From an optimization exercise on the open Yosys and OpenROAD flow, aimed at small area; shortcuts taken in it are not production practice. No functional check of the RTL was part of this run.

--- design/flow/run.sh ---
#!/bin/bash
# synth_recipe.tcl (not shown) runs the flow's synth.tcl, then flattens the netlist and writes it again
# the make line also repeats each setting of config.mk as NAME=value (left out here)
make -C /OpenROAD-flow-scripts/flow DESIGN_CONFIG=/design/flow/config.mk WORK_HOME=/design/flow/orfs CLKGATE_MAP_FILE= SYNTH_SCRIPT=/design/flow/synth_recipe.tcl finish
--- design/flow/paddle_yellow_reduced.hex ---
0000
0021
0021
0021
0021
0021
0000
0000
0000
0000
0000
0000
0000
0000
0000
0000
0000
0000
0000
0000
0000
0000
0000
0000
0000
0000
0021
0021
0021
0021
0021
0000
0021
FF58
FF58
FF58
FF58
0021
0021
0021
0021
0021
0021
0021
0021
0021
0021
0021
0021
0021
0021
0021
0021
0021
0021
0021
0021
0021
0021
FF58
FF58
FF58
FF58
0021
0021
FF58
0021
CD0B
FF58
0021
FF58
FF58
FF58
FF58
FF58
FF58
FF58
FF58
FF58
FF58
FF58
FF58
FF58
FF58
FF58
FF58
FF58
FF58
FF58
FF58
0021
FF58
CD0B
0021
FF58
0021
0021
2126
CD0B
CD0B
CD0B
0021
FF58
FF58
CD0B
CD0B
CD0B
CD0B
CD0B
CD0B
CD0B
CD0B
CD0B
CD0B
CD0B
CD0B
CD0B
CD0B
CD0B
CD0B
FF58
FF58
0021
CD0B
CD0B
CD0B
2126
0021
0021
2126
CD0B
CD0B
CD0B
0021
CD0B
CD0B
CD0B
CD0B
CD0B
CD0B
CD0B
CD0B
CD0B
CD0B
CD0B
CD0B
CD0B
CD0B
CD0B
CD0B
CD0B
CD0B
CD0B
CD0B
0021
CD0B
CD0B
CD0B
2126
0021
0021
2126
CD0B
CD0B
CD0B
0021
2126
2126
CD0B
CD0B
CD0B
CD0B
CD0B
CD0B
CD0B
CD0B
CD0B
CD0B
CD0B
CD0B
CD0B
CD0B
CD0B
CD0B
2126
2126
0021
CD0B
CD0B
CD0B
2126
0021
0021
2126
0021
CD0B
2126
0021
2126
2126
2126
2126
2126
2126
2126
2126
2126
2126
2126
2126
2126
2126
2126
2126
2126
2126
2126
2126
0021
2126
CD0B
0021
2126
0021
0021
2126
2126
2126
2126
0021
0021
0021
0021
0021
0021
0021
0021
0021
0021
0021
0021
0021
0021
0021
0021
0021
0021
0021
0021
0021
0021
2126
2126
2126
2126
0021
0000
0021
0021
0021
0021
0021
0000
0000
0000
0000
0000
0000
0000
0000
0000
0000
0000
0000
0000
0000
0000
0000
0000
0000
0000
0000
0021
0021
0021
0021
0021
0000
--- design/flow/brick_green_reduced.hex ---
0000
0000
0021
0021
0021
0021
0021
0021
0021
0021
0021
0021
0021
0021
0021
0021
0021
0021
0021
0021
0021
0021
0021
0021
0021
0021
0021
0021
0021
0021
0000
0000
0000
0021
5388
5388
CF57
CF57
CF57
CF57
CF57
CF57
CF57
CF57
CF57
CF57
CF57
CF57
CF57
CF57
CF57
CF57
CF57
CF57
CF57
CF57
CF57
CF57
CF57
CF57
5388
5388
0021
0000
0021
2126
0021
5388
5388
CF57
CF57
CF57
5388
5388
5388
5388
5388
5388
5388
5388
5388
5388
5388
5388
5388
5388
5388
5388
CF57
CF57
CF57
5388
5388
0021
2126
0021
0021
2126
CF57
5388
5388
5388
5388
5388
5388
5388
5388
5388
5388
5388
5388
5388
5388
5388
5388
5388
5388
5388
5388
5388
5388
5388
5388
5388
5388
CF57
2126
0021
0021
2126
2126
5388
5388
5388
5388
5388
5388
5388
5388
5388
5388
5388
5388
5388
5388
5388
5388
5388
5388
5388
5388
5388
5388
5388
5388
5388
5388
2126
2126
0021
0021
2126
2126
2126
5388
5388
5388
5388
5388
5388
5388
5388
5388
5388
5388
5388
5388
5388
5388
5388
5388
5388
5388
5388
5388
5388
5388
5388
2126
2126
2126
0021
0021
2126
0021
2126
2126
2126
2126
2126
2126
2126
2126
2126
2126
2126
2126
2126
2126
2126
2126
2126
2126
2126
2126
2126
2126
2126
2126
2126
2126
0021
2126
0021
0000
0021
5388
2126
2126
2126
2126
2126
2126
2126
2126
2126
2126
2126
2126
2126
2126
2126
2126
2126
2126
2126
2126
2126
2126
2126
2126
2126
2126
5388
0021
0000
0000
0000
0021
0021
0021
0021
0021
0021
0021
0021
0021
0021
0021
0021
0021
0021
0021
0021
0021
0021
0021
0021
0021
0021
0021
0021
0021
0021
0021
0021
0000
0000
--- design/flow/ball_yellow_reduced.hex ---
0000
0000
0021
0021
0021
0021
0000
0000
0000
0021
CD0B
CD0B
CD0B
2126
0021
0000
0021
CD0B
FF58
FF58
CD0B
CD0B
2126
0021
0021
CD0B
FF58
FF58
CD0B
CD0B
2126
0021
0021
CD0B
CD0B
CD0B
CD0B
CD0B
2126
0021
0021
2126
CD0B
CD0B
CD0B
2126
2126
0021
0000
0021
2126
2126
2126
2126
0021
0000
0000
0000
0021
0021
0021
0021
0000
0000
--- design/flow/constraint.sdc ---
create_clock -name core_clock -period 25.0 [get_ports {clk}]
set_input_delay 5.0000 -clock core_clock [delete_from_list [all_inputs] [get_ports {clk}]]
set_output_delay 5.0000 -clock core_clock [all_outputs]
set_load 0.01 [all_outputs]
--- design/flow/config.mk ---
export PLATFORM = sky130hd
export DESIGN_NAME = breakout_renderer
export DESIGN_NICKNAME = breakout_renderer
export VERILOG_FILES = /design/flow/design.v
export SDC_FILE = /design/flow/constraint.sdc
export NUM_CORES = 4
export LEC_CHECK = 0
export CAP_MARGIN = 20
export CORE_MARGIN = 2
export CORE_UTILIZATION = 40
export SLEW_MARGIN = 20
export SYNTH_MEMORY_MAX_BITS = 16384
--- design/flow/design.v ---
`timescale 1ns/1ps
module breakout_renderer (
    input  wire        clk,              
    input  wire        reset_n,          
    input  wire        framebufferClk,   
    input  wire [8:0]  paddle_x_center,  
    input  wire [8:0]  ball_x_pix,       
    input  wire [8:0]  ball_y_pix,       
    input  wire [47:0] bricks_alive,     
    input  wire [9:0]  score,
    input  wire        game_over,
    output reg [15:0]  pixel_color       
);
    localparam LCD_W = 320;
    localparam LCD_H = 240;
    localparam GAME_W = 320;
    localparam GAME_H = 240;
    localparam HUD_H  = 24;             
    localparam BRICK_ROWS   = 6;
    localparam BRICK_COLS   = 8;
    localparam SPR_BRICK_W  = 32;
    localparam SPR_BRICK_H  = 9;
    localparam BRICK_W      = SPR_BRICK_W;
    localparam BRICK_H      = SPR_BRICK_H;
    localparam BRICK_X_SP   = 3;
    localparam BRICK_Y_SP   = 4;
    localparam BRICK_X0     = 5;
    localparam BRICK_Y0     = HUD_H + 8;
    localparam SPR_PADDLE_W   = 32;
    localparam SPR_PADDLE_H   = 9;
    localparam PADDLE_W     = SPR_PADDLE_W;
    localparam PADDLE_H     = SPR_PADDLE_H;
    localparam PADDLE_Y     = GAME_H - 30;
    localparam SPR_BALL_W   = 8;
    localparam SPR_BALL_H   = 8;
    localparam BALL_SIZE    = SPR_BALL_W;    
    localparam FONT_W       = 4;
    localparam FONT_H       = 7;
    localparam DIGIT_W      = FONT_W * 2;    
    localparam DIGIT_H      = FONT_H * 2;    
    localparam DIGIT_SPACING = 4;
    localparam SCORE_TOTAL_W = 3*DIGIT_W + 2*DIGIT_SPACING;  
    localparam SCORE_Y0     = 4;    
    localparam SCORE_X0     = GAME_W - SCORE_TOTAL_W - 4;
    localparam LABEL_LEN    = 6;    
    localparam LABEL_X0     = SCORE_X0 - 1 - LABEL_LEN*DIGIT_W;
    localparam LABEL_Y0     = SCORE_Y0;
    localparam GO_PANEL_X0  = 60;
    localparam GO_PANEL_Y0  = 50;
    localparam GO_PANEL_W   = 200;
    localparam GO_PANEL_H   = 140;
    localparam PLAY_X0      = 90;
    localparam PLAY_X1      = 230;
    localparam PLAY_Y0      = 80;
    localparam PLAY_Y1      = 120;
    localparam EXIT_X0      = 90;
    localparam EXIT_X1      = 230;
    localparam EXIT_Y0      = 140;
    localparam EXIT_Y1      = 180;
    localparam PLAY_TX0     = (PLAY_X0 + PLAY_X1)/2 - 2*DIGIT_W;
    localparam PLAY_TY0     = PLAY_Y0 + ((PLAY_Y1-PLAY_Y0) - DIGIT_H)/2;
    localparam EXIT_TX0     = (EXIT_X0 + EXIT_X1)/2 - 2*DIGIT_W;
    localparam EXIT_TY0     = EXIT_Y0 + ((EXIT_Y1-EXIT_Y0) - DIGIT_H)/2;
    localparam [15:0] TRANSPARENT  = 16'h0000;  
    localparam [15:0] COL_SCORE    = 16'hFFFF;  
    localparam [15:0] COL_BTN      = 16'hFFFF;  
    localparam [15:0] COL_FLASH    = 16'hFFFF;  
    localparam [15:0] COL_GLOW     = 16'h7BEF;  
    function [27:0] digit_font4x7;
        input [3:0] d;
        begin
            case (d)
                4'd0: digit_font4x7 = 28'b1111_1001_1001_1001_1001_1001_1111;
                4'd1: digit_font4x7 = 28'b0010_0110_0010_0010_0010_0010_0111;
                4'd2: digit_font4x7 = 28'b1110_0001_0001_1110_1000_1000_1111;
                4'd3: digit_font4x7 = 28'b1110_0001_0001_1110_0001_0001_1110;
                4'd4: digit_font4x7 = 28'b1001_1001_1001_1111_0001_0001_0001;
                4'd5: digit_font4x7 = 28'b1111_1000_1000_1110_0001_0001_1110;
                4'd6: digit_font4x7 = 28'b1111_1000_1000_1111_1001_1001_1111;
                4'd7: digit_font4x7 = 28'b1111_0001_0001_0001_0001_0001_0001;
                4'd8: digit_font4x7 = 28'b1111_1001_1001_1111_1001_1001_1111;
                4'd9: digit_font4x7 = 28'b1111_1001_1001_1111_0001_0001_1111;
                default: digit_font4x7 = 28'b0000_0000_0000_0000_0000_0000_0000;
            endcase
        end
    endfunction
    function [27:0] letter_font4x7;
        input [2:0] idx;  
        begin
            case (idx)
                3'd0: letter_font4x7 = 28'b1111_1000_1000_1111_0001_0001_1111;  
                3'd1: letter_font4x7 = 28'b1111_1000_1000_1000_1000_1000_1111;  
                3'd2: letter_font4x7 = 28'b1111_1001_1001_1001_1001_1001_1111;  
                3'd3: letter_font4x7 = 28'b1110_1001_1001_1110_1010_1001_1001;  
                3'd4: letter_font4x7 = 28'b1111_1000_1000_1111_1000_1000_1111;  
                3'd5: letter_font4x7 = 28'b0000_0010_0010_0000_0010_0010_0000;  
                default: letter_font4x7 = 28'b0000_0000_0000_0000_0000_0000_0000;
            endcase
        end
    endfunction
    function [27:0] glyph4x7;
        input [3:0] code;
        begin
            case (code)
                4'd0: glyph4x7 = 28'b1110_1001_1001_1110_1000_1000_1000;  
                4'd1: glyph4x7 = 28'b1000_1000_1000_1000_1000_1000_1111;  
                4'd2: glyph4x7 = 28'b0110_1001_1001_1111_1001_1001_1001;  
                4'd3: glyph4x7 = 28'b1001_1001_1001_0110_0010_0010_0010;  
                4'd4: glyph4x7 = 28'b1111_1001_1001_1001_1011_1010_0111;  
                4'd5: glyph4x7 = 28'b1001_1001_1001_1001_1001_1001_1111;  
                4'd6: glyph4x7 = 28'b1111_0010_0010_0010_0010_0010_1111;  
                4'd7: glyph4x7 = 28'b1111_0010_0010_0010_0010_0010_0010;  
                default: glyph4x7 = 28'b0000_0000_0000_0000_0000_0000_0000;
            endcase
        end
    endfunction
    reg [8:0] x;
    reg [8:0] y;
    reg       fbclk_d;
    always @(posedge clk or negedge reset_n) begin
        if (!reset_n) begin
            fbclk_d <= 1'b0;
            x       <= 9'd0;
            y       <= 9'd0;
        end else begin
            fbclk_d <= framebufferClk;
            if (framebufferClk && !fbclk_d) begin
                if (x == LCD_W-1) begin
                    x <= 9'd0;
                    if (y == LCD_H-1)
                        y <= 9'd0;
                    else
                        y <= y + 9'd1;
                end else begin
                    x <= x + 9'd1;
                end
            end
        end
    end
    wire [8:0] game_x = x;
    wire [8:0] game_y = y;
    function [15:0] gradient_color;
        input [8:0] gy;
        reg [4:0] b;
        reg [5:0] g;
    begin
        g = 6'd8  + (gy[7:2] >> 1);
        b = 5'd10 + (gy[7:3] >> 1);
        gradient_color = {5'd0, g, b};
    end
    endfunction
    function [15:0] brick_row_color;
        input integer row;
        begin
            case (row)
                0: brick_row_color = 16'hF800;  
                1: brick_row_color = 16'hFD20;  
                2: brick_row_color = 16'hFFE0;  
                3: brick_row_color = 16'h07E0;  
                4: brick_row_color = 16'h07FF;  
                default: brick_row_color = 16'hF81F;  
            endcase
        end
    endfunction
    function [15:0] recolor_brick;
        input [15:0] c;
        input integer row;
        reg [15:0] base;
    begin
        if (c == 16'hFFFF) begin
            recolor_brick = 16'hFFFF;
        end else begin
            base = brick_row_color(row);
            recolor_brick = base;
        end
    end
    endfunction
    reg [3:0] paddle_flash_cnt;
    reg       paddle_overlap_d;
    wire [8:0] ball_center_x = ball_x_pix + BALL_SIZE/2;
    wire [8:0] ball_bottom_y = ball_y_pix + BALL_SIZE;
    wire [8:0] paddle_left  = paddle_x_center - (PADDLE_W/2);
    wire [8:0] paddle_right = paddle_x_center + (PADDLE_W/2);
    wire paddle_overlap_now =
        (ball_center_x >= paddle_left) &&
        (ball_center_x <  paddle_right) &&
        (ball_bottom_y  >= PADDLE_Y) &&
        (ball_y_pix     <  (PADDLE_Y + PADDLE_H));
    always @(posedge clk or negedge reset_n) begin
        if (!reset_n) begin
            paddle_flash_cnt <= 4'd0;
            paddle_overlap_d <= 1'b0;
        end else begin
            paddle_overlap_d <= paddle_overlap_now;
            if (paddle_overlap_now && !paddle_overlap_d) begin
                paddle_flash_cnt <= 4'd8;    
            end else if (paddle_flash_cnt != 4'd0) begin
                paddle_flash_cnt <= paddle_flash_cnt - 4'd1;
            end
        end
    end
    reg [47:0] bricks_prev;
    reg [47:0] bricks_flash_mask;
    reg [3:0]  bricks_flash_cnt;
    always @(posedge clk or negedge reset_n) begin
        if (!reset_n) begin
            bricks_prev       <= 48'h0;
            bricks_flash_mask <= 48'h0;
            bricks_flash_cnt  <= 4'd0;
        end else begin
            if (bricks_prev != bricks_alive) begin
                bricks_flash_mask <= bricks_prev & ~bricks_alive;
                if ((bricks_prev & ~bricks_alive) != 48'h0)
                    bricks_flash_cnt <= 4'd6;
            end else if (bricks_flash_cnt != 4'd0) begin
                bricks_flash_cnt <= bricks_flash_cnt - 4'd1;
            end
            bricks_prev <= bricks_alive;
        end
    end
    integer sc;
    integer d0, d1, d2;
    reg [27:0] font0, font1, font2;
    integer local_x, local_y;
    integer digit_sel, bit_idx;
    integer digit_x;
    reg [27:0] label_font;
    integer label_char;
    integer lx, ly;
    integer label_bit_idx;
    integer tx, ty;
    integer char_idx;
    integer glyph_bit_idx;
    reg [27:0] glyph;
    integer font_x, font_y;
    localparam BRICK_PIXELS  = SPR_BRICK_W  * SPR_BRICK_H;   
    localparam PADDLE_PIXELS = SPR_PADDLE_W * SPR_PADDLE_H;  
    localparam BALL_PIXELS   = SPR_BALL_W   * SPR_BALL_H;    
    (* romstyle = "M9K", ramstyle = "M9K", ram_init_file = "brick_green_reduced.hex" *)
    reg [15:0] brick_mem  [0:BRICK_PIXELS-1];
    (* romstyle = "M9K", ramstyle = "M9K", ram_init_file = "paddle_yellow_reduced.hex" *)
    reg [15:0] paddle_mem [0:PADDLE_PIXELS-1];
    (* romstyle = "M9K", ramstyle = "M9K", ram_init_file = "ball_yellow_reduced.hex" *)
    reg [15:0] ball_mem   [0:BALL_PIXELS-1];
    initial begin
        $readmemh("brick_green_reduced.hex",   brick_mem);
        $readmemh("paddle_yellow_reduced.hex", paddle_mem);
        $readmemh("ball_yellow_reduced.hex",   ball_mem);
    end
    integer r, c, idx;
    reg in_brick;
    reg in_paddle;
    reg in_ball;
    reg in_score_digit;
    reg in_score_label;
    reg in_play_btn;
    reg in_exit_btn;
    reg in_play_text;
    reg in_exit_text;
    integer brick_u, brick_v;
    integer brick_addr_int;
    reg [15:0] brick_color;
    integer hit_brick_row;
    integer paddle_u, paddle_v;
    integer pad_addr_int;
    reg [15:0] paddle_color;
    integer ball_u, ball_v;
    integer ball_addr_int;
    reg [15:0] ball_color;
    reg [15:0] bg_pixel;
    reg paddle_edge;
    reg ball_glow;
    wire brick_opaque  = (brick_color  != TRANSPARENT);
    wire paddle_opaque = (paddle_color != TRANSPARENT);
    wire ball_opaque   = (ball_color   != TRANSPARENT);
    integer dx, dy;
    integer dist2;
    always @* begin
        in_brick        = 1'b0;
        in_paddle       = 1'b0;
        in_ball         = 1'b0;
        in_score_digit  = 1'b0;
        in_score_label  = 1'b0;
        in_play_btn     = 1'b0;
        in_exit_btn     = 1'b0;
        in_play_text    = 1'b0;
        in_exit_text    = 1'b0;
        brick_color     = TRANSPARENT;
        paddle_color    = TRANSPARENT;
        ball_color      = TRANSPARENT;
        hit_brick_row   = 0;
        brick_u        = 0;
        brick_v        = 0;
        brick_addr_int = 0;
        paddle_u       = 0;
        paddle_v       = 0;
        pad_addr_int   = 0;
        ball_u         = 0;
        ball_v         = 0;
        ball_addr_int  = 0;
        paddle_edge    = 1'b0;
        ball_glow      = 1'b0;
        bg_pixel = gradient_color(game_y);
        pixel_color = bg_pixel;
        sc = score;
        d0 = sc % 10; sc = sc / 10;
        d1 = sc % 10; sc = sc / 10;
        d2 = sc % 10;
        font0 = digit_font4x7(d2[3:0]);
        font1 = digit_font4x7(d1[3:0]);
        font2 = digit_font4x7(d0[3:0]);
        if ( (game_y >= SCORE_Y0) && (game_y < SCORE_Y0 + DIGIT_H) &&
             (game_x >= SCORE_X0) && (game_x < SCORE_X0 + SCORE_TOTAL_W) ) begin
            local_x = game_x - SCORE_X0;
            local_y = game_y - SCORE_Y0;
            digit_sel = -1;
            digit_x   = 0;
            if (local_x < DIGIT_W) begin
                digit_sel = 0;
                digit_x   = local_x;
            end else if (local_x < DIGIT_W + DIGIT_SPACING) begin
                digit_sel = -1;
            end else if (local_x < DIGIT_W + DIGIT_SPACING + DIGIT_W) begin
                digit_sel = 1;
                digit_x   = local_x - (DIGIT_W + DIGIT_SPACING);
            end else if (local_x < 2*DIGIT_W + 2*DIGIT_SPACING) begin
                digit_sel = -1;
            end else begin
                digit_sel = 2;
                digit_x   = local_x - (2*DIGIT_W + 2*DIGIT_SPACING);
            end
            if (digit_sel >= 0) begin
                font_x = digit_x >> 1;
                font_y = local_y >> 1;
                if (font_x < FONT_W && font_y < FONT_H) begin
                    bit_idx = font_y*FONT_W + font_x;
                    case (digit_sel)
                        0: in_score_digit = font0[27-bit_idx];
                        1: in_score_digit = font1[27-bit_idx];
                        2: in_score_digit = font2[27-bit_idx];
                        default: in_score_digit = 1'b0;
                    endcase
                end
            end
        end
        if ( (game_y >= LABEL_Y0) && (game_y < LABEL_Y0 + DIGIT_H) &&
             (game_x >= LABEL_X0) && (game_x < LABEL_X0 + LABEL_LEN*DIGIT_W) ) begin
            lx = game_x - LABEL_X0;
            ly = game_y - LABEL_Y0;
            label_char = lx / DIGIT_W;
            lx         = lx % DIGIT_W;
            font_x = lx >> 1;
            font_y = ly >> 1;
            if (font_x < FONT_W && font_y < FONT_H) begin
                label_font     = letter_font4x7(label_char[2:0]);
                label_bit_idx  = font_y*FONT_W + font_x;
                in_score_label = label_font[27-label_bit_idx];
            end
        end
        if (game_over) begin
            if ( (game_x >= PLAY_X0) && (game_x < PLAY_X1) &&
                 (game_y >= PLAY_Y0) && (game_y < PLAY_Y1) )
                in_play_btn = 1'b1;
            if ( (game_x >= EXIT_X0) && (game_x < EXIT_X1) &&
                 (game_y >= EXIT_Y0) && (game_y < EXIT_Y1) )
                in_exit_btn = 1'b1;
            if ( (game_x >= PLAY_TX0) && (game_x < PLAY_TX0 + 4*DIGIT_W) &&
                 (game_y >= PLAY_TY0) && (game_y < PLAY_TY0 + DIGIT_H) ) begin
                tx = game_x - PLAY_TX0;
                ty = game_y - PLAY_TY0;
                char_idx = tx / DIGIT_W;
                tx       = tx % DIGIT_W;
                case (char_idx)
                    0: glyph = glyph4x7(4'd0);
                    1: glyph = glyph4x7(4'd1);
                    2: glyph = glyph4x7(4'd2);
                    3: glyph = glyph4x7(4'd3);
                    default: glyph = 28'b0;
                endcase
                font_x = tx >> 1;
                font_y = ty >> 1;
                if (font_x < FONT_W && font_y < FONT_H) begin
                    glyph_bit_idx = font_y*FONT_W + font_x;
                    if (glyph[27-glyph_bit_idx])
                        in_play_text = 1'b1;
                end
            end
            if ( (game_x >= EXIT_TX0) && (game_x < EXIT_TX0 + 4*DIGIT_W) &&
                 (game_y >= EXIT_TY0) && (game_y < EXIT_TY0 + DIGIT_H) ) begin
                tx = game_x - EXIT_TX0;
                ty = game_y - EXIT_TY0;
                char_idx = tx / DIGIT_W;
                tx       = tx % DIGIT_W;
                case (char_idx)
                    0: glyph = glyph4x7(4'd4);
                    1: glyph = glyph4x7(4'd5);
                    2: glyph = glyph4x7(4'd6);
                    3: glyph = glyph4x7(4'd7);
                    default: glyph = 28'b0;
                endcase
                font_x = tx >> 1;
                font_y = ty >> 1;
                if (font_x < FONT_W && font_y < FONT_H) begin
                    glyph_bit_idx = font_y*FONT_W + font_x;
                    if (glyph[27-glyph_bit_idx])
                        in_exit_text = 1'b1;
                end
            end
        end
        if (!game_over) begin
            for (r = 0; r < BRICK_ROWS; r = r + 1) begin
                for (c = 0; c < BRICK_COLS; c = c + 1) begin
                    idx = r*BRICK_COLS + c;
                    if ( (game_x >= BRICK_X0 + c*(BRICK_W + BRICK_X_SP)) &&
                         (game_x <  BRICK_X0 + c*(BRICK_W + BRICK_X_SP) + BRICK_W) &&
                         (game_y >= BRICK_Y0 + r*(BRICK_H + BRICK_Y_SP)) &&
                         (game_y <  BRICK_Y0 + r*(BRICK_H + BRICK_Y_SP) + BRICK_H) ) begin
                        in_brick = 1'b1;
                        hit_brick_row = r;
                        if (bricks_alive[idx]) begin
                            brick_u = game_x - (BRICK_X0 + c*(BRICK_W + BRICK_X_SP));
                            brick_v = game_y - (BRICK_Y0 + r*(BRICK_H + BRICK_Y_SP));
                            brick_addr_int = brick_v*SPR_BRICK_W + brick_u;
                            brick_color    = brick_mem[brick_addr_int];
                            if (brick_color != TRANSPARENT)
                                brick_color = recolor_brick(brick_color, r);
                        end
                        else if ((bricks_flash_cnt != 4'd0) &&
                                 (bricks_flash_mask[idx])) begin
                            brick_color = COL_FLASH;
                        end
                        else begin
                            brick_color = TRANSPARENT;
                        end
                    end
                end
            end
            if ( (game_y >= PADDLE_Y) && (game_y < PADDLE_Y + PADDLE_H) &&
                 (game_x >= paddle_left) &&
                 (game_x <  paddle_right) ) begin
                in_paddle = 1'b1;
                paddle_u = game_x - paddle_left;
                paddle_v = game_y - PADDLE_Y;
                pad_addr_int = paddle_v*SPR_PADDLE_W + paddle_u;
                paddle_color = paddle_mem[pad_addr_int];
                paddle_edge =
                    (game_x == paddle_left) ||
                    (game_x == (paddle_right - 1)) ||
                    (game_y == PADDLE_Y) ||
                    (game_y == (PADDLE_Y + PADDLE_H - 1));
                if (paddle_color != TRANSPARENT) begin
                    if (paddle_edge)
                        paddle_color = 16'hFFFF;   
                    else
                        paddle_color = 16'hFFE0;   
                end
            end
            if ( (game_x >= ball_x_pix) &&
                 (game_x <  ball_x_pix + BALL_SIZE) &&
                 (game_y >= ball_y_pix) &&
                 (game_y <  ball_y_pix + BALL_SIZE) ) begin
                in_ball = 1'b1;
                ball_u = game_x - ball_x_pix;
                ball_v = game_y - ball_y_pix;
                ball_addr_int = ball_v*SPR_BALL_W + ball_u;
                ball_color    = ball_mem[ball_addr_int];
            end
            dx = (game_x - (ball_x_pix + 3));
            dy = (game_y - (ball_y_pix + 3));
            dist2 = dx*dx + dy*dy;
            ball_glow = 1'b0;
            if (in_ball && (ball_color == TRANSPARENT) && (dist2 <= 16))
                ball_glow = 1'b1;
        end
        pixel_color = bg_pixel;
        if (in_score_label || in_score_digit)
            pixel_color = COL_SCORE;
        if (!game_over) begin
            if (in_brick && brick_opaque)
                pixel_color = brick_color;
            if (in_paddle && paddle_opaque) begin
                if (paddle_flash_cnt != 4'd0)
                    pixel_color = COL_FLASH;
                else
                    pixel_color = paddle_color;
            end
            if (ball_glow)
                pixel_color = COL_GLOW;
            if (in_ball && ball_opaque)
                pixel_color = ball_color;
        end else begin
            if (in_play_btn || in_exit_btn)
                pixel_color = COL_BTN;
            if (in_play_text || in_exit_text)
                pixel_color = bg_pixel;
        end
    end
endmodule
==> flow_metrics.env <==
export IMPL_post_cts_resized_instances=0
export IMPL_remaining_number_of_nets_flagged_by_the_antenna_check_after_routing=0
export IMPL_grt_first_pass_wirelength_microns=270000
export IMPL_rr_worst_depth=10
export IMPL_finalNetCount=6739
export IMPL_ctsLongestPathBuffers=2
export IMPL_status="no timing/DRC/antenna violations"
export IMPL_critical_path_most_common_cell="sky130_fd_sc_hd__fa_1"
export IMPL_achievable_frequency_ghz=0.0428
export IMPL_postLayoutSetupSlackWorst_ps=1610
export IMPL_slew_at_the_pin_closest_to_its_max_slew_limit_ps=1270
export IMPL_tritoncts="yes"
export IMPL_reg2reg_to="y[6]"
export IMPL_gr_total_overflow=0
export IMPL_post_route_cells_drive_above_1_share_pct=5.62
export IMPL_numCtsBuffers=17
export IMPL_synth_cell_types=127
export IMPL_floorplan_die_height_microns=336
export IMPL_worstSkewPairLatency_ps=470
export IMPL_seq_area_frac_synth_pct=7.02
export IMPL_timing_critical_path_slowest_cell_delay_ps=890
export IMPL_place_hpwl_microns=141000
export IMPL_setup_total_negative_slack_ps=0
export IMPL_start_util_pct=40.4
export IMPL_htree_levels=4
export IMPL_vias=45700
export IMPL_vias_per_cell=6.22
export IMPL_grt_start_max_net_pins=86
export IMPL_final_max_slew_viols=0
export IMPL_yosys_warnings=1
export IMPL_post_place_ws_ps=2000
export IMPL_worst_hold_class="register to register"
export IMPL_worstPathMaxFanout=12
export IMPL_core_sq_mm=0.109
export IMPL_floorplan_die_area_sq_mm=0.113
export IMPL_gp_routability_congestion=1.03
export IMPL_whs_endpoint="bricks_flash_mask[20]"
export IMPL_flops_latches_synth=124
export IMPL_detailedRoute_firstIterationViolations=5859
export IMPL_post_synth_cell_area_avg_sq_um=7.54
export IMPL_fin_crit_ps=23390
export IMPL_die_w_microns=336
export IMPL_first_pass_iters=7
export IMPL_worst_ep_arrival_time_ps=18390
export IMPL_crit_type="input port to primary output"
export IMPL_slew_limit_headroom_pct=14.4
export IMPL_post_place_cells=7304
export IMPL_mostFrequentLayoutCell="sky130_fd_sc_hd__nand2_1"
export IMPL_post_drt_wl_per_cell_microns=24.3
export IMPL_clk_root_buffer_cell="sky130_fd_sc_hd__clkbuf_16"
export IMPL_final_period_utilization_pct=93.5
export IMPL_asr_flop_ratio_synth_pct=100
export IMPL_final_setup_skew_ps=22.9
export IMPL_setup_buffers_after_cts=0
export IMPL_synthesized_nets=6754
export IMPL_endpoint_kind="primary output"
export IMPL_hold_ws_ps=471
export IMPL_grt_use_total_pct=30.9
export IMPL_cpMaxStageDelayCell="sky130_fd_sc_hd__o31ai_1"
export IMPL_setup_viol=0
export IMPL_worstPathRequired_ps=20000
export IMPL_cts_hold_buffers_added=0
export IMPL_clk_pin_slew_worst_paths_ps=60
export IMPL_antenna_found_initial=14
export IMPL_final_hold_violations=0
export IMPL_r2r_path_start="x[1]"
export IMPL_mappedNetlistArea_sq_mm=0.0442
export IMPL_drcViolationCount=0
export IMPL_io_buffers=104
export IMPL_syn_instance_count=5862
export IMPL_min_from="bricks_flash_mask[20]"
export IMPL_fp_rows=121
export IMPL_design_portCount=105
export IMPL_wl_microns=178000
export IMPL_instances_no_fill=7338
export IMPL_r2r_setup_slack_ps=20980
export IMPL_maxCapViolCount=0
export IMPL_whs_path_depth=2
export IMPL_synth_edff_count=0
export IMPL_critPathLaunchType="input port"
export IMPL_synthFlopType="sky130_fd_sc_hd__dfrtp_1"
export IMPL_first_global_vias=43300
export IMPL_final_cell_mix="633 x sky130_fd_sc_hd__nand2_1, 621 x sky130_fd_sc_hd__inv_1, 504 x sky130_fd_sc_hd__ha_1"
export IMPL_layout_area_overhead_vs_synth_pct=7.62
export IMPL_grt_setup_unrepaired="no"
export IMPL_clock_sinks=124
-- Yosys cell counts, types with 96 or more instances --
library cell	instances	area (sq um)
sky130_fd_sc_hd__mux2i_1	96	961
sky130_fd_sc_hd__nand2_1	634	2380
sky130_fd_sc_hd__nor2_1	418	1570
sky130_fd_sc_hd__fa_1	299	5990
sky130_fd_sc_hd__inv_1	622	2330
sky130_fd_sc_hd__dfrtp_1	124	3100
sky130_fd_sc_hd__nand3_1	158	791
sky130_fd_sc_hd__clkbuf_1	198	743
sky130_fd_sc_hd__xnor2_1	265	2320
sky130_fd_sc_hd__ha_1	504	6310
sky130_fd_sc_hd__a21oi_1	407	2040
sky130_fd_sc_hd__o21ai_0	361	1810
sky130_fd_sc_hd__nor3_1	119	596
-- per-layer routing --
| metal | wire length, microns | GRT usage, % |
|---|---|---|
| met1 | 77000 | 42.9 |
| met2 | 77700 | 48.1 |
| met3 | 15600 | 4.94 |
| met4 | 7830 | 11.8 |
| met5 | 106 | 0 |
-- flip-flops by register name, summed over array words and instances, names as in the netlist --
| signal | count |
|---|---|
| bricks_flash_cnt | 4 |
| x | 9 |
| bricks_prev | 48 |
| bricks_flash_mask | 48 |
| paddle_flash_cnt | 4 |
| paddle_overlap_d | 1 |
| fbclk_d | 1 |
| y | 9 |
-- critical path, delay by kind of cell --
kind,cells,cell delay (ps)
buffers and inverters,5,1600
adders and majority gates,10,4770
and+or+nand+nor,4,890
AOI/OAI and AO/OA,23,5290
xor gates and xnor gates,1,820
-- area by class of cell --
cell class / instances / area, sq um
fillers: 11200 / 61700
multi-input cells: 4844 / 37800
flip-flops and latches: 124 / 3110
inverters: 645 / 2420
repair buffers: 215 / 1880
well taps: 1476 / 1850
clock buffers: 18 / 439
clock inverters: 13 / 119
diodes: 3 / 7.51
-- stage by stage --
stage                     area, sq um  util (%)
after CTS                       47500      43.5
after detailed placement        47000      43.0
after global placement          47000      43.0
final                           47600      43.5
after global routing            47600      43.5
after floorplan                 44200         -
-- cells by family after synthesis --
logic type	after synthesis	share of synthesized area [%]
AND/OR/NAND/NOR	1842	20.0
AO/OA/AOI/OAI	1704	26.1
buffers and inverters	894	7.73
adder cells (fa/ha/maj)	804	27.8
XOR/XNOR	348	7.00
multiplexers	146	4.34
flip-flops	124	7.02
-- how the worst max path moves through the flow --
stage	start	to	slack, ps	depth (start not counted)
floorplan	ball_y_pix[2]	pixel_color[2]	4990	46
global placement	ball_x_pix[2]	pixel_color[2]	2290	43
detailed placement	ball_x_pix[2]	pixel_color[2]	2000	43
CTS	ball_x_pix[2]	pixel_color[2]	1950	43
global route	ball_x_pix[2]	pixel_color[2]	690	43
finish	ball_x_pix[2]	pixel_color[2]	1610	43

## separate check: timing with driven ports
In the flow no input, the clock included, has a driving cell. The finished layout below was timed again as built, in two steps. Step 1 sets driving cells, clkbuf_16 on the clock port and buf_2 on the other inputs (assumed; they add their load-dependent delay and slew). Step 2 times the ports against the registers' clock, not the clock port: input delays grow and output delays shrink by t, the midpoint of the rising clock arrivals with the driver on. Slacks: no drivers / after step 1 / after step 2; pairs: no drivers / after step 1.
t, ns: 0.508
setup WS [ns]: 1.614 / 1.588 / 1.588
hold slack, ns: 0.471 / 0.471 / 0.471
latest minus earliest clock arrival (ns): 0.024 / 0.024
After both steps this run still meets setup and hold. The setup slack of this run moves by -0.026 ns with the drivers and by -0.026 ns with both steps.
